This is an optimization exercise on Yosys and OpenROAD, whose aim is a short achievable clock period and few clock cycles, not a production implementation. Function was checked by simulation only, so behaviour that the tests miss may differ from the original. Power and IR drop assume default switching activity.

==> flow/config.mk <==
export PLATFORM = sky130hd
export DESIGN_NAME = mips_core
export DESIGN_NICKNAME = mips_core
export VERILOG_FILES = /design/flow/design.v
export SDC_FILE = /design/flow/constraint.sdc
export NUM_CORES = 4
export LEC_CHECK = 0
export ABC_CLOCK_PERIOD_IN_PS = 1500
export CAP_MARGIN = 20
export CORE_MARGIN = 2
export CORE_UTILIZATION = 30
export PLACE_DENSITY = 0.5
export SLEW_MARGIN = 20
==> flow/design.v <==
module mips_core (clk, rst, iaddr, idata, daddr, dwr, ddout, ddin);
	input  clk;
	input  rst;
	output [31:0] iaddr;
	input  [31:0] idata;
	output [31:0] daddr;
	output        dwr;
	output [31:0] ddout;
	input  [31:0] ddin;
	reg [31:0] pc;
	reg        vD;
	reg [31:0] irD;
	reg [31:0] pcp1D;
	reg [31:0] predD;
	reg        vE;
	reg [31:0] aE, bE, sdE;
	reg        fA_M, fB_M, fS_M;    
	reg        fS_L;    
	reg [4:0]  shE;
	reg        opAddE, opSubE, opSltE, opLogE, opSllE, opSrlE;
	reg [3:0]  lutE;    
	reg        wenE, memtoregE, swE, brE, jregE;
	reg [4:0]  wdE;
	reg [31:0] altE, predE;
	reg [31:0] resM, sdM;
	reg        wenM, memtoregM, dwrM;
	reg [4:0]  wdM;
	reg [31:0] resW;
	reg        wenW;
	reg [4:0]  wdW;
	reg [31:0] rf [1:31];
	reg [31:0] rsOH, rtOH;    
	reg        usesRsQ, usesRtQ;    
	reg [31:0] ras;
	reg [31:0] jt0, jt1, jt2, jt3;    
	reg [7:0]  pcloD;    
	reg [1:0]  pcloE;
	reg        jalrE;
	reg        aZeroE;    
	assign iaddr = pc;
	wire [31:0] pcp1;
	wire [5:0] opF = idata[31:26];
	wire [5:0] fnF = idata[5:0];
	wire rRegF = (opF == 6'h00) & ((fnF[5:3] == 3'b100) | (fnF == 6'h2a) | (fnF == 6'h2b));
	wire usesRsF = rRegF | ((opF == 6'h00) & ((fnF == 6'h08) | (fnF == 6'h09))) |
	               (opF == 6'h08) | (opF == 6'h09) | (opF == 6'h0c) | (opF == 6'h0d) |
	               (opF == 6'h0a) | (opF == 6'h23) | (opF == 6'h2b) | (opF == 6'h04) | (opF == 6'h05);
	wire usesRtF = rRegF | ((opF == 6'h00) & ((fnF == 6'h00) | (fnF == 6'h02))) |
	               (opF == 6'h04) | (opF == 6'h05);
	wire [31:0] jtF = pc[1] ? (pc[0] ? jt3 : jt2) : (pc[0] ? jt1 : jt0);
	wire [31:0] nextF;
	fetch_next fetch_next (
		.idata(idata), .pc(pc), .ras(ras), .jt(jtF), .pcp1(pcp1), .next(nextF)
	);
	wire [5:0] opD = irD[31:26];
	wire [5:0] fnD = irD[5:0];
	wire [4:0] rsD = irD[25:21];
	wire [4:0] rtD = irD[20:16];
	wire [4:0] rdD = irD[15:11];
	wire [31:0] seD = {{16{irD[15]}}, irD[15:0]};
	wire rtypeD = (opD == 6'h00);
	wire fAddD  = rtypeD & ((fnD == 6'h20) | (fnD == 6'h21));
	wire fSubD  = rtypeD & ((fnD == 6'h22) | (fnD == 6'h23));
	wire fAndD  = rtypeD & (fnD == 6'h24);
	wire fOrD   = rtypeD & (fnD == 6'h25);
	wire fXorD  = rtypeD & (fnD == 6'h26);
	wire fNorD  = rtypeD & (fnD == 6'h27);
	wire fSltD  = rtypeD & ((fnD == 6'h2a) | (fnD == 6'h2b));
	wire fSllD  = rtypeD & (fnD == 6'h00);
	wire fSrlD  = rtypeD & (fnD == 6'h02);
	wire jrD    = rtypeD & (fnD == 6'h08);
	wire jalrD  = rtypeD & (fnD == 6'h09);
	wire rRegD  = fAddD | fSubD | fAndD | fOrD | fXorD | fNorD | fSltD;
	wire iAddD  = (opD == 6'h08) | (opD == 6'h09);
	wire iAndD  = (opD == 6'h0c);
	wire iOrD   = (opD == 6'h0d);
	wire iSltD  = (opD == 6'h0a);
	wire luiD   = (opD == 6'h0f);
	wire lwD    = (opD == 6'h23);
	wire swD    = (opD == 6'h2b);
	wire beqD   = (opD == 6'h04);
	wire bneD   = (opD == 6'h05);
	wire jD     = (opD == 6'h02);
	wire jalD   = (opD == 6'h03);
	wire usesRsD = rRegD | jrD | jalrD | iAddD | iAndD | iOrD | iSltD | lwD | swD | beqD | bneD;
	wire usesRtD = rRegD | fSllD | fSrlD | swD | beqD | bneD;
	wire [4:0] wdD = (jalD | jalrD) ? 5'd31 : rtypeD ? rdD : rtD;
	wire writesD = rtypeD | iAddD | iAndD | iOrD | iSltD | luiD | lwD | jalD;
	wire wenD = writesD & (wdD != 5'd0);
	reg [31:0] rfA, rfB;
	integer ri;
	always @(*) begin
		rfA = 32'd0;
		rfB = 32'd0;
		for (ri = 1; ri < 32; ri = ri + 1) begin
			rfA = rfA | ({32{rsOH[ri]}} & rf[ri]);
			rfB = rfB | ({32{rtOH[ri]}} & rf[ri]);
		end
	end
	wire [31:0] mvalD = memtoregM ? ddin : resM;
	wire [31:0] rsvD = (wenM && wdM == rsD) ? mvalD : (wenW && wdW == rsD) ? resW : rfA;
	wire [31:0] rtvD = (wenM && wdM == rtD) ? mvalD : (wenW && wdW == rtD) ? resW : rfB;
	wire aluRsD = usesRsQ;
	wire aluRtD = usesRtQ;
	wire stallD = vD & vE & memtoregE & wenE &
	              ((aluRsD & (wdE == rsD)) | (aluRtD & (wdE == rtD)));
	wire [31:0] brTgtD = pcp1D + seD;
	wire immZeroD = (irD[15:0] == 16'd0);
	wire [31:0] SD = fS_L ? ddin : fS_M ? resM : sdE;
	wire [31:0] A, B, resE;
	alu_e alu_e (
		.aE(aE), .bE(bE), .resM(resM), .fA_M(fA_M), .fB_M(fB_M),
		.opAdd(opAddE), .opSub(opSubE), .opSlt(opSltE), .opLog(opLogE),
		.opSll(opSllE), .opSrl(opSrlE), .lut(lutE), .sh(shE),
		.A(A), .B(B), .res(resE)
	);
	wire aR = ~fA_M;
	wire bR = ~fB_M;
	wire eqRegE = (aR & bR & (aE == bE)) |
	              (aR & fB_M & (aE == resM)) |
	              (fA_M & bR & (resM == bE)) |
	              (fA_M & fB_M);
	wire eqE = eqRegE;
	wire predOkE = fA_M ? (resM == predE) : (aE == predE);
	wire rsFromE = wenE & (wdE == rsD);
	wire rtFromE = wenE & (wdE == rtD);
	wire sumOpE = (opAddE | opSubE) & ~memtoregE;
	wire [31:0] Ysum = bE ^ {32{opSubE}};
	wire [31:0] pszR = aE ^ Ysum;
	wire [31:0] pszM = resM ^ Ysum;
	wire szR = (pszR == {pszR[30:0] | aE[30:0], opSubE});
	wire szM = (pszM == {pszM[30:0] | resM[30:0], opSubE});
	wire sumZeroD = (aR & szR) | (fA_M & szM);
	wire resolvD = (rsD == rtD) |
	               (sumOpE & bR & rsFromE & (rtD == 5'd0)) |
	               (sumOpE & bR & rtFromE & (rsD == 5'd0));
	wire eqD = (rsD == rtD) | sumZeroD;
	wire brMayD = (beqD | bneD) & ~immZeroD;
	wire shortD = (irD[15:7] == 9'h000) | (irD[15:7] == 9'h1ff);
	wire [8:0] lowSumD = {1'b0, pcloD} + {1'b0, irD[7:0]} + 9'd1;
	wire guessOkD = shortD & (lowSumD[8] == irD[7]);
	wire bneNtD = resolvD & eqD;    
	wire jresD = jalrD & rsFromE & opAddE & ~memtoregE & aZeroE & ~fB_M;
	wire jmissD = jresD & (bE != predD);
	wire bneRedirD = bneD & (bneNtD ? ~(immZeroD & guessOkD) : ~guessOkD);
	wire beqRedirD = beqD & ~immZeroD & resolvD & eqD;
	wire redirD = vD & (beqRedirD | bneRedirD | jmissD) & ~stallD & ~redirE;
	wire [31:0] tgtD = jalrD ? bE : (beqD | (bneD & ~bneNtD)) ? brTgtD : pcp1D;
	wire redirE = vE & ((brE & eqE) | (jregE & ~predOkE));
	wire [31:0] tgtE = jregE ? A : altE;
	wire advD = vD & ~stallD;
	assign daddr = resM;
	assign ddout = sdM;
	assign dwr   = dwrM;
	always @(posedge clk) begin
		if (rst) begin
			pc <= 32'd0;
			vD <= 1'b0;
		end else if (redirE) begin
			pc <= tgtE;
			vD <= 1'b0;
		end else if (redirD) begin
			pc <= tgtD;
			vD <= 1'b0;
		end else if (!stallD) begin
			pc <= nextF;
			vD <= 1'b1;
		end
		if (!stallD) begin
			irD <= idata;
			rsOH <= 32'd1 << idata[25:21];
			usesRsQ <= usesRsF;
			usesRtQ <= usesRtF;
			rtOH <= 32'd1 << idata[20:16];
			pcp1D <= pcp1;
			predD <= nextF;
			pcloD <= pc[7:0];
		end
		if (rst) begin
			vE <= 1'b0;
			wenE <= 1'b0;
			memtoregE <= 1'b0;
			swE <= 1'b0;
			brE <= 1'b0;
			jregE <= 1'b0;
			jalrE <= 1'b0;
		end else begin
			jalrE <= advD & jalrD;
			vE <= advD & ~redirE;
			wenE <= advD & wenD;
			memtoregE <= advD & lwD;
			swE <= advD & swD;
			brE <= advD & brMayD & ~resolvD;
			jregE <= advD & (jrD | jalrD);
		end
		wdE <= wdD;
		aE <= rsvD;
		bE <= luiD ? {irD[15:0], 16'd0} :
		      (jalD | jalrD) ? pcp1D :
		      (iAddD | iAndD | iOrD | iSltD | lwD | swD) ? seD :
		      (rRegD | fSllD | fSrlD | beqD | bneD) ? rtvD : 32'd0;
		sdE <= rtvD;
		shE <= irD[10:6];
		fA_M <= wenE & ~memtoregE & (wdE == rsD);
		fB_M <= (rRegD | fSllD | fSrlD | beqD | bneD) & wenE & ~memtoregE & (wdE == rtD);
		fS_L <= wenE & memtoregE & (wdE == rtD);
		fS_M <= wenE & ~memtoregE & (wdE == rtD);
		opAddE <= fAddD | iAddD | lwD | swD;
		opSubE <= fSubD;
		opSltE <= fSltD | iSltD;
		opLogE <= fAndD | iAndD | fOrD | iOrD | fXorD | fNorD | luiD | jalD | jalrD |
		          (rtypeD & ~rRegD & ~fSllD & ~fSrlD);
		lutE <= (fAndD | iAndD) ? 4'b1000 :
		        (fOrD | iOrD)   ? 4'b1110 :
		        fXorD           ? 4'b0110 :
		        fNorD           ? 4'b0001 : 4'b1010;
		opSllE <= fSllD;
		opSrlE <= fSrlD;
		altE <= beqD ? brTgtD : pcp1D;
		predE <= jresD ? bE : predD;
		aZeroE <= (rsD == 5'd0);
		pcloE <= pcloD[1:0];
		if (rst) begin
			jt0 <= 32'd0;
			jt1 <= 32'd0;
			jt2 <= 32'd0;
			jt3 <= 32'd0;
		end else if (vE & jalrE) begin
			if (pcloE == 2'd0) jt0 <= A;
			if (pcloE == 2'd1) jt1 <= A;
			if (pcloE == 2'd2) jt2 <= A;
			if (pcloE == 2'd3) jt3 <= A;
		end
		if (rst)
			ras <= 32'd0;
		else if (vD & ~stallD & (jalD | jalrD))
			ras <= pcp1D;
		if (rst) begin
			wenM <= 1'b0;
			memtoregM <= 1'b0;
			dwrM <= 1'b0;
		end else begin
			wenM <= vE & wenE;
			memtoregM <= vE & memtoregE;
			dwrM <= vE & swE;
		end
		wdM <= wdE;
		resM <= resE;
		sdM <= SD;
		if (rst)
			wenW <= 1'b0;
		else
			wenW <= wenM;
		wdW <= wdM;
		resW <= memtoregM ? ddin : resM;
		if (wenW)
			rf[wdW] <= resW;
	end
endmodule
module fetch_next (idata, pc, ras, jt, pcp1, next);
	input  [31:0] idata;
	input  [31:0] pc;
	input  [31:0] ras;
	input  [31:0] jt;
	output [31:0] pcp1;
	output [31:0] next;
	assign pcp1 = pc + 32'd1;
	wire [5:0] op = idata[31:26];
	wire [5:0] fn = idata[5:0];
	wire isJ    = (op == 6'h02) | (op == 6'h03);
	wire isBne  = (op == 6'h05);
	wire isJr   = (op == 6'h00) & (fn == 6'h08);
	wire isJalr = (op == 6'h00) & (fn == 6'h09);
	wire [8:0] lo = {pc[7:0], 1'b1} + {idata[7:0], 1'b1};
	assign next = isJ    ? {pcp1[31:13], idata[12:0]} :
	              isBne  ? {pc[31:8], lo[8:1]} :
	              isJr   ? ras :
	              isJalr ? jt : pcp1;
endmodule
module alu_e (aE, bE, resM, fA_M, fB_M, opAdd, opSub, opSlt, opLog, opSll, opSrl, lut, sh,
              A, B, res);
	input  [31:0] aE, bE, resM;
	input         fA_M, fB_M;
	input         opAdd, opSub, opSlt, opLog, opSll, opSrl;
	input  [3:0]  lut;    
	input  [4:0]  sh;
	output [31:0] A, B, res;
	assign A = fA_M ? resM : aE;
	assign B = fB_M ? resM : bE;
	wire [31:0] sum  = A + B;
	wire [31:0] diff = A - B;
	wire lt = (A < B);
	reg [31:0] logic_out;
	integer i;
	always @(*)
		for (i = 0; i < 32; i = i + 1)
			logic_out[i] = lut[{A[i], B[i]}];
	assign res =
		({32{opAdd}} & sum) |
		({32{opSub}} & diff) |
		({32{opSlt}} & {31'd0, lt}) |
		({32{opLog}} & logic_out) |
		({32{opSll}} & (B << sh)) |
		({32{opSrl}} & (B >> sh));
endmodule
==> flow/flow/run.sh <==
#!/bin/bash
# The standard layout, with these changes to how it is made:
#  - synthesis keeps the fetch-address logic and the ALU (modules fetch_next
#    and alu_e, no registers)
#    apart while mapping, so that it is mapped for depth, and adders are left
#    to ABC instead of being mapped to full-adder cells first; the design is
#    flattened afterwards as usual and the registers are unchanged;
#  - the timing repair passes aim for a setup slack well beyond the clock
#    period's (the constraints themselves are unchanged), over all endpoints,
#    and may resize cells to other footprints;
#  - every input and output port still gets its own buffer, but a buf_8
#    rather than the default smallest buffer.
set -euo pipefail
bash standard.sh SETUP_SLACK_MARGIN=7.5 TNS_END_PERCENT=100 ADDER_MAP_FILE= MATCH_CELL_FOOTPRINT=0 \
  "SYNTH_KEEP_MODULES=fetch_next alu_e" \
  'BUFFER_PORTS_ARGS=-buffer_cell sky130_fd_sc_hd__buf_8' finish > standard.log 2>&1
==> flow/constraint.sdc <==
create_clock -name core_clock -period 11.0 [get_ports {clk}]
set_input_delay 2.2000 -clock core_clock [delete_from_list [all_inputs] [get_ports {clk}]]
set_output_delay 2.2000 -clock core_clock [all_outputs]
set_load 0.01 [all_outputs]
==> flow/standard.sh <==
#!/bin/bash
# synth_recipe.tcl (not shown) runs the flow's synth.tcl, then flattens the netlist and writes it again
# the make line also repeats each setting of config.mk as NAME=value (left out here)
make -C /OpenROAD-flow-scripts/flow DESIGN_CONFIG=/design/flow/config.mk WORK_HOME=/design/flow/orfs CLKGATE_MAP_FILE= SYNTH_SCRIPT=/design/flow/synth_recipe.tcl "${@:-finish}"
==> results of run 1 <==
==> cell usage after synthesis (25+ instances only) <==
library cell,count
mux2i_1,270
nor3_1,145
nand3_1,170
a22oi_1,397
o21ai_0,324
o211ai_1,85
dfxtp_1,497
a31oi_1,55
mux2_2,88
nor2b_1,36
nor2_1,389
inv_1,128
xor2_1,182
nand2_1,729
buf_2,73
xnor2_1,252
a221oi_1,275
nor4_1,74
nand2b_1,42
a21oi_1,331
or2_2,27
nand3b_1,36
or3_1,43
a222oi_1,95
buf_1,59
clkbuf_1,497
edfxtp_1,1160
a211oi_1,36
mux4_2,86
nand4_1,181
o31ai_1,31
a22o_1,265
and2_1,41
o22ai_1,63
o21ai_1,27
maj3_1,44
and3_1,35
inv_2,25
==> critical path: stages, from the launching register on <==
cell,delay [ps]
dfxtp_4,480
buf_16,230
mux2i_1,680
clkinvlp_4,330
xnor2_1,590
nand2_1,240
nand3_1,150
o21ai_0,130
a222oi_1,380
o21ai_0,210
a221o_1,290
==> metal layers <==
| metal | part of all wire, % | routed length [um] | global-route usage [%] | up-vias |
|---|---|---|---|---|
| li1 | - | - | - | 30470 |
| met1 | 36 | 167300 | 38.71 | 38470 |
| met2 | 43 | 198600 | 46.79 | 6887 |
| met3 | 12 | 57590 | 8.528 | 1866 |
| met4 | 9.1 | 42570 | 22.68 | 24 |
| met5 | 0.032 | 150 | 0 | - |
==> cells by family (layout without fill, tap and decap cells) <==
family / after synthesis / count (layout) / synth area share (%)
adders and majority gates: 49 / 49 / 0.5921
muxes: 454 / 454 / 6.924
other: 0 / 14 / 0
DFF: 1657 / 1657 / 53.38
buffers and inverters: 800 / 1327 / 3.800
and+or+nand+nor: 2026 / 2030 / 11.61
xor gates and xnor gates: 437 / 437 / 4.598
AOI/OAI and AO/OA: 2211 / 2211 / 19.10
==> power groups by stage <==
stage / Sequential (mW) / Combinational [mW] / Clock (mW)
finish: 7.00 / 2.26 / 6.50
CTS: 6.99 / 2.07 / 6.51
floorplan: 6.97 / 1.08 / 0
global placement: 7.15 / 1.86 / 0
detailed placement: 7.15 / 1.85 / 0
global route: 7.00 / 2.32 / 6.75
==> registers in the layout (all words and copies together), names as in the netlist, 8 cells and up <==
| register | flops |
|---|---|
| aE | 32 |
| altE | 32 |
| bE | 32 |
| irD | 32 |
| jt0 | 32 |
| jt1 | 32 |
| jt2 | 32 |
| jt3 | 32 |
| pc | 32 |
| pcloD | 8 |
| pcp1D | 32 |
| predD | 32 |
| predE | 32 |
| ras | 32 |
| resM | 32 |
| resW | 32 |
| rf | 992 |
| rsOH | 31 |
| rtOH | 31 |
| sdE | 32 |
| sdM | 32 |
==> repair_timing <==
action / CTS / global route
setup buffers: 251 / 93
gates cloned: 21 / 11
pin swaps: 57 / 127
resized for setup: 621 / 213
endpoints found under the setup margin: 290 / 292
==> per-module statistics from Yosys (local to each module, per instance) <==
| module | cell area [um2] | cells inside | copies in the design | flops+latches |
|---|---|---|---|---|
| alu_e | 8638 | 1188 | 1 | 0 |
| fetch_next | 2283 | 368 | 1 | 0 |
| mips_core | 72970 | 6078 | 1 | 1657 |
==> metrics by stage <==
stage,hold WS (ps),power [mW],worst slack (ps),area (um2)
after floorplan,342.7,8.054,7112,84130
after global placement,395.6,9.006,5807,91030
after detailed placement,386.8,8.999,5669,91050
after CTS,379.4,15.57,7265,102100
after global routing,391.0,16.07,7186,104100
final,371.9,15.76,7182,104100
==> worst max-delay path by stage <==
stage,to,start,depth (start not counted)
floorplan,pc[3],idata[31],11
global placement,pc[27],fA_M,11
detailed placement,pc[27],fA_M,11
CTS,daddr[0],resM[0],2
global route,pc[30],resM[20],16
finish,resM[30],fA_M,10
==> layout make-up <==
type	count	area [um2]
Clock buffer	245	4997
Sequential cell	1657	45140
Timing Repair inverter	2	12.51
Tap cell	3724	4659
Antenna cell	14	35.03
Fill cell	27320	174500
Inverter	156	651.9
Timing Repair Buffer	819	8672
Clock inverter	105	1256
Multi-Input combinational cell	5181	38700
==> impl_metrics.tcl, run 1 <==
set metrics [dict create \
    run_status "timing/DRC/antenna clean" \
    vias_in_the_first_global_route 72450 \
    synth_seq_area_share_pct 53.38 \
    power.ir.vdd_worst_v 0.0001368 \
    clk_pin_slew_ps 70 \
    port_buffers 162 \
    timing_worst_setup_path_type "flop to flop" \
    synthesis.instances 7634 \
    overflow 0 \
    initial_antenna_violation_count 22 \
    p_leak_nw 35.69 \
    detail_route.wirelength_um 466200 \
    die_height_um 532.8 \
    instances_no_fill 11900 \
    synthTopCellsByArea "edfxtp_1 (42%), dfxtp_1 (12%), a22oi_1 (3.6%)" \
    hold_path_startpoint "wdE[1]" \
    min_delay_path_depth 0 \
    total_clock_buffers_created_by_cts 185 \
    ys_warn_count 2 \
    yosys_register_bits 1657 \
    hold_path.class "flop to flop" \
    holdBufCountCts 0 \
    synth_largest_area_cell "edfxtp_1" \
    htreeDepth 4 \
    drive_above_1_share_pct 23.44 \
    timing.final.crit_share_pct 34.71 \
    grt_start_max_net_pins 112 \
    drt_pass1_iterations 11 \
    period_minus_slack_ps 3818 \
    mean_instance_size_in_the_synthesized_netlist_um2 10.99 \
    final_cell_mix "edfxtp_1 (1160), nand2_1 (723), buf_4 (519)" \
    setup_viol 0 \
    die_width_um 532.8 \
    most_frequent_standard_cell_in_the_layout_excluding_fill_and_tap_cells "edfxtp_1" \
    sw_frac_of_total_pct 28.80 \
    layout_stage_area_growth_over_the_synthesis_result_pct 24.13 \
    total_switching_power_mw 4.538 \
    r2r_setup_slack_ps 7180 \
    power_frac_clock_pct 41.2 \
    power.combinational.fraction_pct 14.3 \
    core_area_mm2 0.2787 \
    cell_total_after_placement 11160 \
    cellInternalPower_mw 11.22 \
    reg2regPathDepth 10 \
    dieArea_mm2 0.2839 \
    synthFlopType "edfxtp_1" \
    setup_total_negative_slack_ps 0 \
    setup.worst_path.start_class "flop" \
    vias_per_cell 6.529 \
    holdPathEnd "wdM[1]" \
    finalWeightedCongestion 0.9774 \
    rr_startpoint "fA_M" \
    timing.max_cap.violations 0 \
    rows 194 \
    io_pins 163 \
    grt.total_usage_pct 31.28 \
    cts.path.max_buffers 3 \
    dr_total_vias 77720 \
    synth_top_area_share_pct 41.52 \
    mappedNetlistArea_mm2 0.08389 \
    clk_latency_ps 910 \
    initialDrtViolationCount 15180 \
    synth_nets 7700 \
    timing.rr.end "resM[30]" \
    tightestPinTransition_ps 1349 \
    worst_ep_arrival_time_ps 4540 \
    cts.sink_count 1657 \
    place_hpwl_um 281800 \
    route.antenna.remaining_nets 0 \
    wl_per_cell_um 39.17 \
    clk_tree_root_cell "clkbuf_16" \
    sequentialPowerShare_pct 44.4 \
    synth_enable_flop_cells 1160 \
    initial_core_utilization_pct 30.10 \
    crit_path_end_kind "flop" \
    worst-path-max-fanout 16 \
    final_hold_viol_count 0 \
    worstPathRequired_ps 11730 \
    layout.nets 8068 \
    fin_worst_skew_ps 112.3 \
    yosysUniqueCellTypes 110 \
    final-max-slew-violation-count 0 \
    highest_attainable_clock_frequency_mhz 261.9 \
    tritoncts "done" \
    route.detailed.drc 0 \
    max-slew-margin-rel_pct 10.05 \
    async_flop_share_pct 0 \
    power_per_cell_area_mw_per_mm2 151.3 \
    grt_first_pass_wirelength_um 621900 \
    final_core_occ_pct 37.37 \
    setup_repair_after_global_routing_missed_its_margin "true" \
]
Testbench counts, summed over its fixed seeds: cycles 12,963.
==> inputs of run 2 (changes only) <==
--- a/flow/config.mk
+++ b/flow/config.mk
@@ -11,3 +11,3 @@
 export CORE_UTILIZATION = 30
-export PLACE_DENSITY = 0.5
+export PLACE_DENSITY = 0.62
 export SLEW_MARGIN = 20
==> impl_metrics.tcl, run 2 <==
set metrics [dict create \
    p_leak_nw 35.75 \
    synthesis.instances 7634 \
    timing.hold.ws_ps 405.6 \
    synthTopCellsByArea "edfxtp_1 (42%), dfxtp_1 (12%), a22oi_1 (3.6%)" \
    dp_slack_ps 5756 \
    slowest_delay_ps 510 \
    nFillCells 27020 \
    overflow 0 \
    dr_total_vias 79240 \
    holdBufCountCts 0 \
    hold_path.class "flop to flop" \
    registers.top_by_ff_count "rf" \
    period_minus_slack_ps 3719 \
    die_width_um 532.8 \
    final_hold_viol_count 0 \
    timing.final.crit_share_pct 33.81 \
    power.ir.vdd_worst_v 0.0001312 \
    final_cell_mix "edfxtp_1 (1160), nand2_1 (721), buf_4 (513)" \
    setup_total_negative_slack_ps 0 \
    async_flop_share_pct 0 \
    grt_start_max_net_pins 90 \
    route.antenna.remaining_nets 0 \
    total_switching_power_mw 4.468 \
    detail_route.wirelength_um 447400 \
    vias_in_the_first_global_route 72990 \
    die_height_um 532.8 \
    timing.max_cap.violations 0 \
    setup_viol 0 \
    synth_seq_area_share_pct 53.38 \
    final_core_occ_pct 37.43 \
    tritoncts "done" \
    initial_core_utilization_pct 30.10 \
    yosys_register_bits 1657 \
    clk_latency_ps 910 \
    worst-path-max-fanout 6 \
    drive_above_1_share_pct 23.36 \
    ys_warn_count 2 \
    fin_worst_skew_ps 105.8 \
    clk_pin_slew_ps 70 \
    reg2regPathDepth 14 \
    vias_per_cell 6.664 \
    final-max-slew-violation-count 0 \
    power_frac_clock_pct 40.4 \
    most_frequent_standard_cell_in_the_layout_excluding_fill_and_tap_cells "edfxtp_1" \
    crit_path_end_kind "flop" \
    sw_frac_of_total_pct 28.78 \
    total_power_mw 15.53 \
    rows 194 \
    power.combinational.fraction_pct 14.6 \
    min_delay_path_depth 0 \
    cell_total_after_placement 11130 \
    mappedNetlistArea_mm2 0.08389 \
    layout.nets 8072 \
    initial_antenna_violation_count 17 \
    sequentialPowerShare_pct 45.0 \
    final_area_mm2 0.1043 \
    setup.worst_path.start_class "flop" \
    synth_top_area_share_pct 41.52 \
    largest_reg_flops 992 \
    grt_first_pass_wirelength_um 595700 \
    cts.path.max_buffers 3 \
    synth_enable_flop_cells 1160 \
    rr_startpoint "fB_M" \
    cts.sink_count 1657 \
    instances_no_fill 11890 \
    initialDrtViolationCount 16230 \
    crit_path_cell_trace "buf_16 -> mux2i_4 -> inv_2 -> a222oi_1 -> nand3b_1 -> a41oi_4 -> o32ai_4 -> a311oi_4 -> nand2b_4 -> o21bai_4 -> a31oi_4 -> xor2_2 -> a221oi_2 -> o21ai_1" \
    timing_worst_setup_path_type "flop to flop" \
    r2r_setup_slack_ps 7280 \
    power_per_cell_area_mw_per_mm2 148.8 \
    worstPathRequired_ps 11670 \
    finalWeightedCongestion 0.9957 \
    dieArea_mm2 0.2839 \
    layout_stage_area_growth_over_the_synthesis_result_pct 24.35 \
    yosysUniqueCellTypes 110 \
    cellInternalPower_mw 11.06 \
    io_pins 163 \
    setup_repair_after_global_routing_missed_its_margin "true" \
    most_numerous_cell_in_the_yosys_netlist "edfxtp_1" \
    place_hpwl_um 261700 \
    placed_cell_area_mm2 0.09085 \
    synthFlopType "edfxtp_1" \
    critPathSlowestCell "a222oi_1" \
    wl_per_cell_um 37.63 \
    worst_ep_arrival_time_ps 4390 \
    route.detailed.drc 0 \
    run_status "timing/DRC/antenna clean" \
    tightestPinTransition_ps 1232 \
    core_area_mm2 0.2787 \
    post_synth_most_frequent_cells "edfxtp_1 (1160), nand2_1 (729), clkbuf_1 (497), dfxtp_1 (497), a22oi_1 (397)" \
    mean_instance_size_in_the_synthesized_netlist_um2 10.99 \
    final_critical_path_setup_slack_ps 7281 \
    drt_pass1_iterations 12 \
    hold_path_startpoint "wdE[0]" \
    clk_tree_root_cell "clkbuf_16" \
    synth_largest_area_cell "edfxtp_1" \
    highest_attainable_clock_frequency_mhz 268.9 \
    holdPathEnd "wdM[0]" \
    port_buffers 162 \
    htreeDepth 4 \
    synth_nets 7700 \
    total_clock_buffers_created_by_cts 176 \
    max-slew-margin-rel_pct 17.79 \
    timing.rr.end "resM[13]" \
    grt.total_usage_pct 29.58 \
]
==> run 2: changes by cell type in the layout (fill, tap and decap cells not counted), sizes merged, moves of 3 or more <==
| cell | before | now |
|---|---|---|
| buf | 800 | 809 |
| clkbuf | 264 | 248 |
| clkinvlp | 17 | 10 |
| diode | 14 | 11 |
| inv | 152 | 157 |
==> run 2: cell families (layout without fill, tap and decap cells) <==
kind of cell | after synthesis | count (layout) | synth area share (%)
flops | 1657 | 1657 | 53.38
xor+xnor | 437 | 437 | 4.598
other cells | 0 | 11 | 0
buf+inv | 800 | 1317 | 3.800
simple gates | 2026 | 2030 | 11.61
mux | 454 | 454 | 6.924
compound gates | 2211 | 2211 | 19.10
fa+ha+maj | 49 | 49 | 0.5921
==> run 2: modules after synthesis, one instance, submodules excluded <==
module	area (um2)	flops+latches
mips_core	72970	1657
alu_e	8638	0
fetch_next	2283	0
==> run 2: worst max path at each step <==
stage                to  startpoint  cells after the start
4_1_cts        iaddr[0]       pc[0]                      2
2_1_floorplan     pc[3]   idata[31]                     11
6_report       resM[13]        fB_M                     14
5_1_grt        resM[31]        fB_M                     14
3_5_place_dp     pc[18]      opSubE                     13
3_3_place_gp      pc[3]        fA_M                     13
==> run 2: power groups by stage <==
stage	Clock, mW	Combinational (mW)	Sequential (mW)
3_3_place_gp	0	1.81	7.13
5_1_grt	6.49	2.31	6.99
3_5_place_dp	0	1.80	7.13
4_1_cts	6.25	2.01	6.98
6_report	6.27	2.26	6.99
2_1_floorplan	0	1.08	6.97
==> run 2: metal layers <==
layer  GRT usage, %  up-vias  share of wire (%)
met2          42.45     8164                 41
met5         0.1350        -              0.036
met4          21.09       12                9.4
met1          35.87    38430                 34
met3          11.76     2173                 16
li1               -    30460                  -
==> run 2: worst max-delay path: cells and delay by family (launching register included) <==
family / cells / cell delay [ps]
AO/OA/AOI/OAI: 8 / 2010
buffers and inverters: 2 / 230
AND/OR/NAND/NOR: 2 / 420
flip-flops: 1 / 440
XOR/XNOR: 1 / 150
multiplexers: 1 / 280
==> run 2: layout make-up <==
type / instances / area, um2 / area share [%]
Sequential cell: 1657 / 45140 / 43.27
Multi-Input combinational cell: 5181 / 38750 / 37.15
Timing Repair Buffer: 834 / 9115 / 8.738
Clock buffer: 223 / 4732 / 4.536
Tap cell: 3724 / 4659 / 4.467
Clock inverter: 104 / 1264 / 1.211
Inverter: 156 / 621.8 / 0.5961
Antenna cell: 11 / 27.53 / 0.02639
==> run 2: repair_timing <==
action / CTS / global route
setup buffers: 239 / 140
pin swaps: 77 / 105
endpoints found under the setup margin: 364 / 417
gates resized for setup: 614 / 246
cloned: 31 / 9
==> inputs of run 3 (changes only) <==
--- a/flow/design.v
+++ b/flow/design.v
@@ -31,2 +31,3 @@
 	reg [31:0] rf [1:31];
+	reg [31:0] wOHW;    
 	reg [31:0] rsOH, rtOH;    
@@ -90,3 +91,3 @@
 	reg [31:0] rfA, rfB;
-	integer ri;
+	integer ri, wi;
 	always @(*) begin
@@ -254,5 +255,10 @@
 		wdW <= wdM;
+		if (rst)
+			wOHW <= 32'd0;
+		else
+			wOHW <= wenM ? (32'd1 << wdM) : 32'd0;
 		resW <= memtoregM ? ddin : resM;
-		if (wenW)
-			rf[wdW] <= resW;
+		for (wi = 1; wi < 32; wi = wi + 1)
+			if (wOHW[wi])
+				rf[wi] <= resW;
 	end
--- a/flow/config.mk
+++ b/flow/config.mk
@@ -11,3 +11,3 @@
 export CORE_UTILIZATION = 30
-export PLACE_DENSITY = 0.62
+export PLACE_DENSITY = 0.5
 export SLEW_MARGIN = 20
==> impl_metrics.tcl, run 3 <==
set metrics [dict create \
    rows 194 \
    wl_per_cell_um 38.87 \
    dr_total_vias 76880 \
    cts.path.max_buffers 3 \
    hold_path_startpoint "wdE[2]" \
    tightestPinTransition_ps 1246 \
    worst-path-max-fanout 13 \
    dieArea_mm2 0.2840 \
    timing.final.crit_share_pct 36.04 \
    timing.critical_path.max_delay_family "compound AO/OA/AOI/OAI gates" \
    clk_tree_root_cell "clkbuf_16" \
    crit_path_cell_trace "buf_4 -> xnor2_1 -> or3_1 -> a21oi_1 -> nor4b_2 -> and4_2 -> a21oi_4 -> buf_6 -> buf_6 -> a21oi_4 -> buf_12 -> buf_8 -> clkbuf_16 -> or3_1 -> a311o_1 -> a21oi_1" \
    synthesis.instances 7574 \
    layout_stage_area_growth_over_the_synthesis_result_pct 23.87 \
    setup_repair_after_global_routing_missed_its_margin "true" \
    crit_path_end_kind "flop" \
    synthTopCellsByArea "edfxtp_1 (42%), dfxtp_1 (13%), a22oi_1 (3.6%)" \
    yosysUniqueCellTypes 112 \
    grt_start_max_net_pins 100 \
    clk_pin_slew_ps 60 \
    synthFlopType "edfxtp_1" \
    final_hold_viol_count 0 \
    setup_viol 0 \
    finalWeightedCongestion 1.013 \
    initial_antenna_violation_count 24 \
    min_delay_path_depth 0 \
    power_per_cell_area_mw_per_mm2 152.0 \
    final_area_mm2 0.1039 \
    ys_warn_count 3 \
    critPathSlowestCell "a21oi_1" \
    drt_pass1_iterations 10 \
    registers.top_by_ff_count "rf" \
    route.detailed.drc 0 \
    post_synth_most_frequent_cells "edfxtp_1 (1160), nand2_1 (712), dfxtp_1 (528)" \
    io_pins 163 \
    grt.total_usage_pct 30.89 \
    mean_instance_size_in_the_synthesized_netlist_um2 11.08 \
    total_clock_buffers_created_by_cts 185 \
    initialDrtViolationCount 14170 \
    most_numerous_cell_in_the_yosys_netlist "edfxtp_1" \
    fin_worst_skew_ps 111.2 \
    max-slew-margin-rel_pct 16.54 \
    power.ir.vdd_worst_v 0.0001357 \
    holdPathEnd "wdM[2]" \
    synth_nets 7640 \
    synth_largest_area_cell "edfxtp_1" \
    htreeDepth 4 \
    run_status "timing/DRC/antenna clean" \
    core_area_mm2 0.2789 \
    final_cell_mix "edfxtp_1 (1160), nand2_1 (705), buf_4 (488)" \
    place_hpwl_um 272200 \
    worstPathRequired_ps 11780 \
    highest_attainable_clock_frequency_mhz 252.2 \
    period_minus_slack_ps 3965 \
    vias_in_the_first_global_route 71660 \
    synth_enable_flop_cells 1160 \
    p_leak_nw 35.66 \
    slowest_delay_ps 370 \
    synth_seq_area_share_pct 54.11 \
    grt_first_pass_wirelength_um 613600 \
    rr_startpoint "bE[9]" \
    timing.max_cap.violations 0 \
    final-max-slew-violation-count 0 \
    die_height_um 532.9 \
    detail_route.wirelength_um 459900 \
    vias_per_cell 6.498 \
    route.antenna.remaining_nets 0 \
    r2r_setup_slack_ps 7040 \
    total_power_mw 15.80 \
    most_frequent_standard_cell_in_the_layout_excluding_fill_and_tap_cells "edfxtp_1" \
    die_width_um 532.9 \
    tritoncts "done" \
    setup.worst_path.start_class "flop" \
    timing.rr.end "pc[24]" \
    timing.hold.ws_ps 400.5 \
    initial_core_utilization_pct 30.09 \
    async_flop_share_pct 0 \
    worstPathBufferInverterCount 6 \
    layout.nets 8000 \
    clk_latency_ps 910 \
    synth_top_area_share_pct 41.51 \
    reg2regPathDepth 16 \
    mappedNetlistArea_mm2 0.08391 \
    setup_total_negative_slack_ps 0 \
    port_buffers 162 \
    overflow 0 \
    hold_path.class "flop to flop" \
    worst_ep_arrival_time_ps 4740 \
    cts.sink_count 1688 \
    yosys_register_bits 1688 \
    placed_cell_area_mm2 0.09091 \
    largest_reg_flops 992 \
    timing_worst_setup_path_type "flop to flop" \
    drive_above_1_share_pct 23.59 \
]
## run 3: cell types whose count changed after synthesis, sizes merged, moves of 11 or more
cell and change:
nand2 -16, a22o +11, mux2 +13, xnor2 +15
nand3b -19, nand3 +13, nor2 -20, xor2 -20
dfxtp +31, buf -18, nand4 -16, a21oi +25
nor4 -11
## run 3: cell families (layout without fill, tap and decap cells)
kind of cell | count (synthesis) | after routing | share of synthesized area (%)
other | 0 | 10 | 0
muxes | 454 | 454 | 6.873
DFF | 1688 | 1688 | 54.11
adders and majority gates | 50 | 50 | 0.6039
xor gates and xnor gates | 432 | 432 | 4.552
and+or+nand+nor | 1920 | 1928 | 10.86
AOI/OAI and AO/OA | 2240 | 2240 | 19.28
buffers and inverters | 790 | 1304 | 3.717
## run 3: routing by layer
| metal | GRT usage (%) | share of wire [%] | up-vias |
|---|---|---|---|
| li1 | - | - | 30220 |
| met1 | 38.42 | 36 | 37970 |
| met2 | 46.21 | 43 | 6826 |
| met3 | 8.530 | 13 | 1849 |
| met4 | 21.68 | 8.7 | 14 |
| met5 | 0 | 0.021 | - |
## run 3: final cells by class
class	instances	area [um2]
fill	27020	175000
sequential	1688	45780
multi-input combinational	5104	38060
timing repair buffer	790	8516
clock buffer	231	4987
tap	3724	4659
clock inverter	118	1237
inverter	165	671.9
antenna	10	25.02
## run 3: worst max path at each step
stage,cells past startpoint,endpoint,slack [ps],startpoint
after global placement,13,pc[23],5550,fA_M
after global routing,14,pc[4],6990,resM[30]
after CTS,15,pc[23],7020,opSubE
final,16,pc[24],7040,bE[9]
after detailed placement,13,pc[23],5620,fA_M
after floorplan,10,pc[21],7200,idata[31]
## run 3: power breakdown
group	switching, mW	internal (mW)
sequential	0.247	6.86
combinational	1.43	0.861
clock	2.88	3.53
total	4.55	11.2
## run 3: per-module statistics from Yosys (local to each module, per instance)
module / cell area [um2] / cells / times used / flops+latches
mips_core: 72990 / 6018 / 1 / 1688
alu_e: 8638 / 1188 / 1 / 0
fetch_next: 2283 / 368 / 1 / 0
## run 3: what timing repair did
action | 4_1_cts | 5_1_grt
cloned | 28 | 4
pin swaps | 105 | 88
gates resized for setup | 611 | 243
endpoints found under the setup margin | 219 | 217
hold buffers | 0 | 0
setup buffers | 241 | 95
## run 3: through the flow
step	setup WS [ps]	cells	util (%)
floorplan	7198	7574	-
global placement	5554	11100	32.59
detailed placement	5625	11100	32.60
CTS	7024	11720	36.57
global route	6992	11820	37.26
finish	7035	11830	37.27
## run 3: worst register-to-register path: cells and delay by family (launching register included)
| kind | cells | cell delay (ps) |
|---|---|---|
| AOI/OAI and AO/OA | 5 | 1160 |
| xor gates and xnor gates | 1 | 290 |
| buffers and inverters | 6 | 1040 |
| DFF | 1 | 310 |
| and+or+nand+nor | 4 | 1120 |
Testbench counts of run 3, summed over its fixed seeds: cycles 12,963.
==> inputs of run 4 (changes only) <==
--- a/flow/design.v
+++ b/flow/design.v
@@ -23,3 +23,3 @@
 	reg [4:0]  wdE;
-	reg [31:0] altE, predE;
+	reg [31:0] altE;
 	reg [31:0] resM, sdM;
@@ -31,3 +31,2 @@
 	reg [31:0] rf [1:31];
-	reg [31:0] wOHW;    
 	reg [31:0] rsOH, rtOH;    
@@ -40,2 +39,9 @@
 	reg        aZeroE;    
+	reg        eqE, predOkE;    
+	reg        zeroE;    
+	reg        longE;    
+	reg [31:0] alt2E;    
+	reg [23:0] pcHiD;    
+	reg [23:1] pcHiP1D, pcHiM1D;    
+	reg        shortQ, brMayQ, rsEqRtQ, rsZeroQ, rtZeroQ;    
 	assign iaddr = pc;
@@ -50,2 +56,3 @@
 	               (opF == 6'h04) | (opF == 6'h05);
+	wire [23:0] pcHiP1F, pcHiM1F;
 	wire [31:0] jtF = pc[1] ? (pc[0] ? jt3 : jt2) : (pc[0] ? jt1 : jt0);
@@ -53,3 +60,4 @@
 	fetch_next fetch_next (
-		.idata(idata), .pc(pc), .ras(ras), .jt(jtF), .pcp1(pcp1), .next(nextF)
+		.idata(idata), .pc(pc), .ras(ras), .jt(jtF), .pcp1(pcp1), .next(nextF),
+		.hiP1(pcHiP1F), .hiM1(pcHiM1F)
 	);
@@ -91,3 +99,3 @@
 	reg [31:0] rfA, rfB;
-	integer ri, wi;
+	integer ri;
 	always @(*) begin
@@ -105,5 +113,8 @@
 	wire aluRtD = usesRtQ;
-	wire stallD = vD & vE & memtoregE & wenE &
-	              ((aluRsD & (wdE == rsD)) | (aluRtD & (wdE == rtD)));
 	wire [31:0] brTgtD = pcp1D + seD;
+	wire [31:0] bD = luiD ? {irD[15:0], 16'd0} :
+	                 (jalD | jalrD) ? pcp1D :
+	                 (iAddD | iAndD | iOrD | iSltD | lwD | swD) ? seD :
+	                 (rRegD | fSllD | fSrlD | beqD | bneD) ? rtvD : 32'd0;
+	wire [31:0] pzD = rsvD ^ bD ^ {32{fSubD}};
 	wire immZeroD = (irD[15:0] == 16'd0);
@@ -117,10 +128,2 @@
 	);
-	wire aR = ~fA_M;
-	wire bR = ~fB_M;
-	wire eqRegE = (aR & bR & (aE == bE)) |
-	              (aR & fB_M & (aE == resM)) |
-	              (fA_M & bR & (resM == bE)) |
-	              (fA_M & fB_M);
-	wire eqE = eqRegE;
-	wire predOkE = fA_M ? (resM == predE) : (aE == predE);
 	wire rsFromE = wenE & (wdE == rsD);
@@ -128,16 +131,14 @@
 	wire sumOpE = (opAddE | opSubE) & ~memtoregE;
-	wire [31:0] Ysum = bE ^ {32{opSubE}};
-	wire [31:0] pszR = aE ^ Ysum;
-	wire [31:0] pszM = resM ^ Ysum;
-	wire szR = (pszR == {pszR[30:0] | aE[30:0], opSubE});
-	wire szM = (pszM == {pszM[30:0] | resM[30:0], opSubE});
-	wire sumZeroD = (aR & szR) | (fA_M & szM);
-	wire resolvD = (rsD == rtD) |
-	               (sumOpE & bR & rsFromE & (rtD == 5'd0)) |
-	               (sumOpE & bR & rtFromE & (rsD == 5'd0));
-	wire eqD = (rsD == rtD) | sumZeroD;
-	wire brMayD = (beqD | bneD) & ~immZeroD;
-	wire shortD = (irD[15:7] == 9'h000) | (irD[15:7] == 9'h1ff);
+	wire zOkE = ~fA_M & ~fB_M;    
+	wire shortD = shortQ;
+	wire resolvD = shortD & (rsEqRtQ |
+	               (sumOpE & zOkE & ((rsFromE & rtZeroQ) | (rtFromE & rsZeroQ))));
+	wire eqD = rsEqRtQ | zeroE;
+	wire brMayD = brMayQ;
 	wire [8:0] lowSumD = {1'b0, pcloD} + {1'b0, irD[7:0]} + 9'd1;
 	wire guessOkD = shortD & (lowSumD[8] == irD[7]);
+	wire [23:0] pcHiP1Dx = {pcHiP1D, ~pcHiD[0]};
+	wire [23:0] pcHiM1Dx = {pcHiM1D, ~pcHiD[0]};
+	wire [31:0] tgtShortD = {irD[7] ? (lowSumD[8] ? pcHiD : pcHiM1Dx) : (lowSumD[8] ? pcHiP1Dx : pcHiD),
+	                         lowSumD[7:0]};
 	wire bneNtD = resolvD & eqD;    
@@ -145,8 +146,12 @@
 	wire jmissD = jresD & (bE != predD);
-	wire bneRedirD = bneD & (bneNtD ? ~(immZeroD & guessOkD) : ~guessOkD);
+	wire brDepD = brMayD & ~resolvD & (rsFromE | rtFromE);
+	wire jDepD = (jrD | jalrD) & rsFromE & ~jresD;
+	wire stallD = vD & vE & ((memtoregE & wenE & ((aluRsD & (wdE == rsD)) | (aluRtD & (wdE == rtD)))) |
+	                         brDepD | jDepD);
+	wire bneRedirD = bneD & shortD & (bneNtD ? ~(immZeroD & guessOkD) : ~guessOkD);
 	wire beqRedirD = beqD & ~immZeroD & resolvD & eqD;
 	wire redirD = vD & (beqRedirD | bneRedirD | jmissD) & ~stallD & ~redirE;
-	wire [31:0] tgtD = jalrD ? bE : (beqD | (bneD & ~bneNtD)) ? brTgtD : pcp1D;
-	wire redirE = vE & ((brE & eqE) | (jregE & ~predOkE));
-	wire [31:0] tgtE = jregE ? A : altE;
+	wire [31:0] tgtD = jalrD ? bE : (beqD | (bneD & ~bneNtD)) ? tgtShortD : pcp1D;
+	wire redirE = vE & ((brE & (eqE | longE)) | (jregE & ~predOkE));
+	wire [31:0] tgtE = jregE ? A : (longE & ~eqE) ? alt2E : altE;
 	wire advD = vD & ~stallD;
@@ -177,2 +182,10 @@
 			predD <= nextF;
+			pcHiD <= pc[31:8];
+			pcHiP1D <= pcHiP1F[23:1];
+			pcHiM1D <= pcHiM1F[23:1];
+			shortQ <= (idata[15:7] == 9'h000) | (idata[15:7] == 9'h1ff);
+			brMayQ <= ((opF == 6'h04) | (opF == 6'h05)) & (idata[15:0] != 16'd0);
+			rsEqRtQ <= (idata[25:21] == idata[20:16]);
+			rsZeroQ <= (idata[25:21] == 5'd0);
+			rtZeroQ <= (idata[20:16] == 5'd0);
 			pcloD <= pc[7:0];
@@ -194,3 +207,3 @@
 			brE <= advD & brMayD & ~resolvD;
-			jregE <= advD & (jrD | jalrD);
+			jregE <= advD & (jrD | (jalrD & ~jresD));
 		end
@@ -198,6 +211,8 @@
 		aE <= rsvD;
-		bE <= luiD ? {irD[15:0], 16'd0} :
-		      (jalD | jalrD) ? pcp1D :
-		      (iAddD | iAndD | iOrD | iSltD | lwD | swD) ? seD :
-		      (rRegD | fSllD | fSrlD | beqD | bneD) ? rtvD : 32'd0;
+		bE <= bD;
+		eqE <= (rsvD == rtvD);
+		predOkE <= (rsvD == predD);
+		zeroE <= (pzD == {pzD[30:0] | rsvD[30:0], fSubD});
+		longE <= bneD & ~shortD;
+		alt2E <= brTgtD;
 		sdE <= rtvD;
@@ -220,3 +235,2 @@
 		altE <= beqD ? brTgtD : pcp1D;
-		predE <= jresD ? bE : predD;
 		aZeroE <= (rsD == 5'd0);
@@ -255,13 +269,8 @@
 		wdW <= wdM;
-		if (rst)
-			wOHW <= 32'd0;
-		else
-			wOHW <= wenM ? (32'd1 << wdM) : 32'd0;
 		resW <= memtoregM ? ddin : resM;
-		for (wi = 1; wi < 32; wi = wi + 1)
-			if (wOHW[wi])
-				rf[wi] <= resW;
+		if (wenW)
+			rf[wdW] <= resW;
 	end
 endmodule
-module fetch_next (idata, pc, ras, jt, pcp1, next);
+module fetch_next (idata, pc, ras, jt, pcp1, next, hiP1, hiM1);
 	input  [31:0] idata;
@@ -272,3 +281,6 @@
 	output [31:0] next;
+	output [23:0] hiP1, hiM1;    
 	assign pcp1 = pc + 32'd1;
+	assign hiP1 = pc[31:8] + 24'd1;
+	assign hiM1 = pc[31:8] - 24'd1;
 	wire [5:0] op = idata[31:26];
==> impl_metrics.tcl, run 4 <==
set metrics [dict create \
    drt_pass1_iterations 14 \
    ys_warn_count 2 \
    overflow 0 \
    htreeDepth 4 \
    vias_in_the_first_global_route 72070 \
    rr_startpoint "rtOH[13]" \
    most_frequent_standard_cell_in_the_layout_excluding_fill_and_tap_cells "edfxtp_1" \
    layout.nets 8094 \
    synthesis.instances 7450 \
    hold_path.class "flop to flop" \
    timing_worst_setup_path_type "flop to flop" \
    mappedNetlistArea_mm2 0.08491 \
    synth_nets 7516 \
    holdPathEnd "wdM[1]" \
    fin_worst_skew_ps 124.1 \
    core_area_mm2 0.2818 \
    worst_ep_arrival_time_ps 4720 \
    detail_route.wirelength_um 487300 \
    period_minus_slack_ps 3852 \
    wirelength_met1_um 176700 \
    crit_path_cell_trace "buf_8 -> a22o_1 -> a221oi_2 -> nand4_1 -> nor3_4 -> o31ai_2 -> buf_4 -> a222oi_1 -> buf_4 -> a211oi_1 -> nor4b_2 -> nand4_1 -> or4_4 -> nor4_2" \
    final_area_mm2 0.1097 \
    dieArea_mm2 0.2873 \
    power.ir.vdd_worst_v 0.0001323 \
    met3_wire_length_um 65500 \
    cts.path.max_buffers 4 \
    rows 195 \
    final_cell_mix "edfxtp_1 (1235), nand2_1 (674), buf_4 (551)" \
    port_buffers 162 \
    route.detailed.drc 0 \
    wl_per_cell_um 40.73 \
    drive_above_1_share_pct 28.07 \
    highest_attainable_clock_frequency_mhz 259.6 \
    max-slew-margin-rel_pct 10.88 \
    registers.top_by_ff_count "rf" \
    initial_antenna_violation_count 24 \
    timing.final.crit_share_pct 35.01 \
    finalWeightedCongestion 0.9872 \
    setup_repair_after_global_routing_missed_its_margin "true" \
    critPathSlowestCell "or4_4" \
    setup.worst_path.start_class "flop" \
    largest_reg_flops 992 \
    vias_per_cell 6.557 \
    cts.sink_count 1736 \
    timing.critical_path.max_delay_family "simple AND/OR/NAND/NOR gates" \
    final_hold_viol_count 0 \
    power_per_cell_area_mw_per_mm2 150.9 \
    place_hpwl_um 292700 \
    clk_latency_ps 960 \
    timing.rr.end "zeroE" \
    placed_cell_area_mm2 0.09217 \
    final-max-slew-violation-count 0 \
    setup_total_negative_slack_ps 0 \
    setup_viol 0 \
    grt_start_max_net_pins 107 \
    io_pins 163 \
    initialDrtViolationCount 15720 \
    die_width_um 536.0 \
    reg2regPathDepth 14 \
    top_signal_layer_used "met5" \
    p_leak_nw 38.52 \
    initial_core_utilization_pct 30.13 \
    worstPathBufferInverterCount 3 \
    worstPathRequired_ps 11870 \
    layout_stage_area_growth_over_the_synthesis_result_pct 29.16 \
    grt_first_pass_wirelength_um 636500 \
    hold_path_startpoint "wdE[1]" \
    total_clock_buffers_created_by_cts 198 \
    tightestPinTransition_ps 1323 \
    clk_pin_slew_ps 70 \
    die_height_um 536.0 \
    r2r_setup_slack_ps 7150 \
    slowest_delay_ps 450 \
    timing.max_cap.violations 0 \
    grt.total_usage_pct 32.12 \
    final_core_occ_pct 38.91 \
    run_status "timing/DRC/antenna clean" \
    timing.hold.ws_ps 407.3 \
    dr_total_vias 78450 \
    min_delay_path_depth 0 \
    clk_tree_root_cell "clkbuf_16" \
    mean_instance_size_in_the_synthesized_netlist_um2 11.40 \
    holdBufCountCts 0 \
    crit_path_end_kind "flop" \
    wl_met2_um 200800 \
    worst-path-max-fanout 32 \
    tritoncts "done" \
    route.antenna.remaining_nets 0 \
]
run 4: cell count changes in the layout (fill, tap and decap cells not counted), moves of 58 or more:
cell	delta
edfxtp_1	+75
nand3_1	-70
a22oi_1	-67
o211ai_1	-67
buf_4	+63
dfxtp_2	-58
run 4: cell type report:
type | count | area [um2]
multi-input combinational | 4973 | 39390
timing repair buffer | 947 | 10810
antenna | 26 | 65.06
clock inverter | 106 | 1046
fill | 26760 | 172100
tap | 3743 | 4683
inverter | 172 | 700.7
sequential | 1736 | 47430
clock buffer | 261 | 5529
run 4: where the power goes:
group | internal, mW | switching, mW
combinational | 0.923 | 1.49
sequential | 7.08 | 0.173
clock | 3.92 | 2.96
run 4: worst max-delay path by stage:
stage | startpoint | end | slack (ps) | depth (start not counted)
2_1_floorplan | irD[22] | ras[22] | 6370 | 11
3_3_place_gp | irD[16] | zeroE | 4900 | 13
6_report | rtOH[13] | zeroE | 7150 | 14
5_1_grt | rtOH[14] | zeroE | 7120 | 15
3_5_place_dp | ddin[27] | zeroE | 5640 | 11
4_1_cts | pc[14] | iaddr[14] | 7240 | 2
run 4: stage by stage:
step | power [mW] | worst slack (ps) | instances
finish | 16.55 | 7148 | 11960
global route | 16.87 | 7123 | 11940
CTS | 16.28 | 7239 | 11720
detailed placement | 9.252 | 5638 | 11040
global placement | 9.259 | 4898 | 11030
floorplan | 8.350 | 6367 | 7450
run 4: repair_timing:
| item | 4_1_cts | 5_1_grt |
|---|---|---|
| pin swaps | 131 | 194 |
| setup buffers | 286 | 200 |
| endpoints found under the setup margin | 488 | 400 |
| gates resized for setup | 889 | 507 |
| gates cloned | 30 | 19 |
| endpoints found under the hold margin | 0 | 0 |
run 4: layer usage:
layer	track usage, %	vias up
li1	-	30270
met1	40.27	38730
met2	46.66	7294
met3	10.57	2130
met4	21.88	20
met5	0.5496	-
Testbench counts of run 4, summed over its fixed seeds: cycles 13,055.
==> inputs of run 5 (changes only) <==
--- a/flow/config.mk
+++ b/flow/config.mk
@@ -10,4 +10,4 @@
 export CORE_MARGIN = 2
-export CORE_UTILIZATION = 30
-export PLACE_DENSITY = 0.5
+export CORE_UTILIZATION = 25
+export PLACE_DENSITY = 0.45
 export SLEW_MARGIN = 20
==> impl_metrics.tcl, run 5 <==
set metrics [dict create \
    fin_worst_skew_ps 139.7 \
    timing.critical_path.max_delay_family "simple AND/OR/NAND/NOR gates" \
    tightestPinTransition_ps 1290 \
    max-slew-margin-rel_pct 14.00 \
    drive_above_1_share_pct 28.00 \
    mean_instance_size_in_the_synthesized_netlist_um2 11.40 \
    io_pins 163 \
    ys_warn_count 2 \
    timing.max_cap.violations 0 \
    place_hpwl_um 304100 \
    clk_latency_ps 960 \
    layout.nets 8142 \
    p_leak_nw 39.07 \
    total_clock_buffers_created_by_cts 199 \
    final_cell_mix "edfxtp_1 (1235), nand2_1 (673), buf_4 (541)" \
    initial_core_utilization_pct 25.16 \
    power.ir.vdd_worst_v 0.0001379 \
    clk_tree_root_cell "clkbuf_16" \
    detail_route.wirelength_um 507900 \
    timing_worst_setup_path_type "flop to flop" \
    layout_stage_area_growth_over_the_synthesis_result_pct 31.40 \
    route.antenna.remaining_nets 0 \
    dieArea_mm2 0.3443 \
    most_frequent_standard_cell_in_the_layout_excluding_fill_and_tap_cells "edfxtp_1" \
    worstPathRequired_ps 11780 \
    rows 213 \
    hold_path.class "flop to flop" \
    worst_ep_arrival_time_ps 4810 \
    die_width_um 586.8 \
    vias_per_cell 6.203 \
    crit_path_cell_trace "buf_12 -> a22o_1 -> a221oi_2 -> nand4_1 -> nor3_4 -> a21oi_2 -> a22oi_2 -> nand3_2 -> xnor2_2 -> xnor2_2 -> nand4_1 -> or4_4 -> nor4_4" \
    cts.sink_count 1736 \
    nFillCells 33680 \
    slowest_delay_ps 520 \
    grt_start_max_net_pins 105 \
    largest_reg_flops 992 \
    final-max-slew-violation-count 0 \
    synthesis.instances 7450 \
    crit_path_end_kind "flop" \
    initial_antenna_violation_count 37 \
    initialDrtViolationCount 15720 \
    core_area_mm2 0.3374 \
    synth_nets 7516 \
    worst-path-max-fanout 20 \
    tritoncts "done" \
    run_status "timing/DRC/antenna clean" \
    setup_viol 0 \
    drt_pass1_iterations 10 \
    worstPathBufferInverterCount 1 \
    cts.path.max_buffers 4 \
    mappedNetlistArea_mm2 0.08491 \
    grt.total_usage_pct 27.79 \
    highest_attainable_clock_frequency_mhz 247.8 \
    htreeDepth 4 \
    registers.top_by_ff_count "rf" \
    finalWeightedCongestion 0.9741 \
    clk_pin_slew_ps 70 \
    grt_first_pass_wirelength_um 660900 \
    setup.worst_path.start_class "flop" \
    setup_repair_after_global_routing_missed_its_margin "true" \
    critPathSlowestCell "a22oi_2" \
    port_buffers 162 \
    final_hold_viol_count 0 \
    power_per_cell_area_mw_per_mm2 150.6 \
    die_height_um 586.8 \
    overflow 0 \
    setup_total_negative_slack_ps 0 \
    period_minus_slack_ps 4035 \
    timing.hold.ws_ps 281.5 \
    wl_per_cell_um 39.71 \
    timing.final.crit_share_pct 36.68 \
    dr_total_vias 79340 \
    route.detailed.drc 0 \
    vias_in_the_first_global_route 72920 \
]
[run 5: area by class of cell]
type,instances,area (um2),share of cell area [%]
antenna,34,85.08,0.07626
clock buffer,248,5504,4.933
clock inverter,119,1265,1.134
inverter,172,679.4,0.6090
multi-input combinational,4971,39060,35.01
sequential,1736,47430,42.51
tap,4515,5649,5.064
timing repair buffer,996,11900,10.67
[run 5: final timing paths]
kind / start / endpoint / slack, ps / cells past startpoint
max: rtOH[16] / zeroE / 6970 / 13
min: wdE[3] / wdM[3] / 280 / 0
max reg2reg: rtOH[16] / zeroE / 6970 / 13
min reg2reg: wdE[3] / wdM[3] / 280 / 0
[run 5: metrics by stage]
stage                     area [um2]  power [mW]  std cells  setup slack, ps  utilization [%]
final                         111600       16.80      12790             6965            33.07
after global routing          111500       17.13      12760             6916            33.05
after CTS                     108200       16.58      12580             7178            32.06
after detailed placement       93270       9.267      11820             5441            27.64
after global placement         93210       9.267      11820             3925            27.63
after floorplan                85330       8.350       7450             6367                -
[run 5: where the power goes]
group          switching, mW  leakage [nW]  internal [mW]
combinational           1.52          19.6          0.947
sequential             0.178          16.1           7.08
clock                   3.02          3.32           4.05
total                   4.72          39.1           12.1
[run 5: metal layers]
metal / vias up / GRT usage [%] / routed length, um
met1: 39560 / 34.78 / 187300
met4: 30 / 17.51 / 41940
met5: - / 0.3876 / 422
met2: 7356 / 39.15 / 202300
li1: 30410 / - / -
met3: 1996 / 11.63 / 75910
[run 5: what timing repair did]
action,in CTS,in global routing
endpoints found under the setup margin,509,220
pin swaps,161,167
resized for setup,1051,358
hold buffers,0,0
setup buffers,354,167
cloned,38,9

-- re-timing with driven ports --
The flow's constraints put no driver on any port. The routed layouts listed below were extracted and timed again, unchanged, in two steps.
Step 1 assumes that a clkbuf_16 drives the clock port and a buf_2 every other input.
Step 2 times the ports against the registers' clock, not the clock port: input delays grow and output delays shrink by t, the midpoint of the rising clock arrivals with the driver on.
Slacks: ideal ports / drivers / drivers and shift; pairs: ideal ports / drivers.
run | t (ns) | slack for setup (ns) | hold slack, ns | worst setup path at the end | worst data-port slew with drivers (ns)
run 1 | 0.958 | 7.182 / 7.182 / 6.464 | 0.372 / 0.372 / 0.372 | input to register | 0.12
run 2 | 0.958 | 7.281 / 7.228 / 6.395 | 0.406 / 0.406 / 0.406 | input to register | 0.19
run 3 | 0.945 | 7.035 / 7.035 / 6.195 | 0.400 / 0.400 / 0.400 | input to register | 0.14
run 4 | 0.993 | 7.148 / 7.135 / 6.142 | 0.407 / 0.407 / 0.407 | input to register | 0.47
run 5 | 0.992 | 6.965 / 6.965 / 6.113 | 0.281 / 0.281 / 0.281 | input to register | 0.41
After both steps every run listed still meets setup and hold. The setup slack of run 4, which loses most, moves by -0.013 ns with the drivers and by -1.006 ns with both steps.
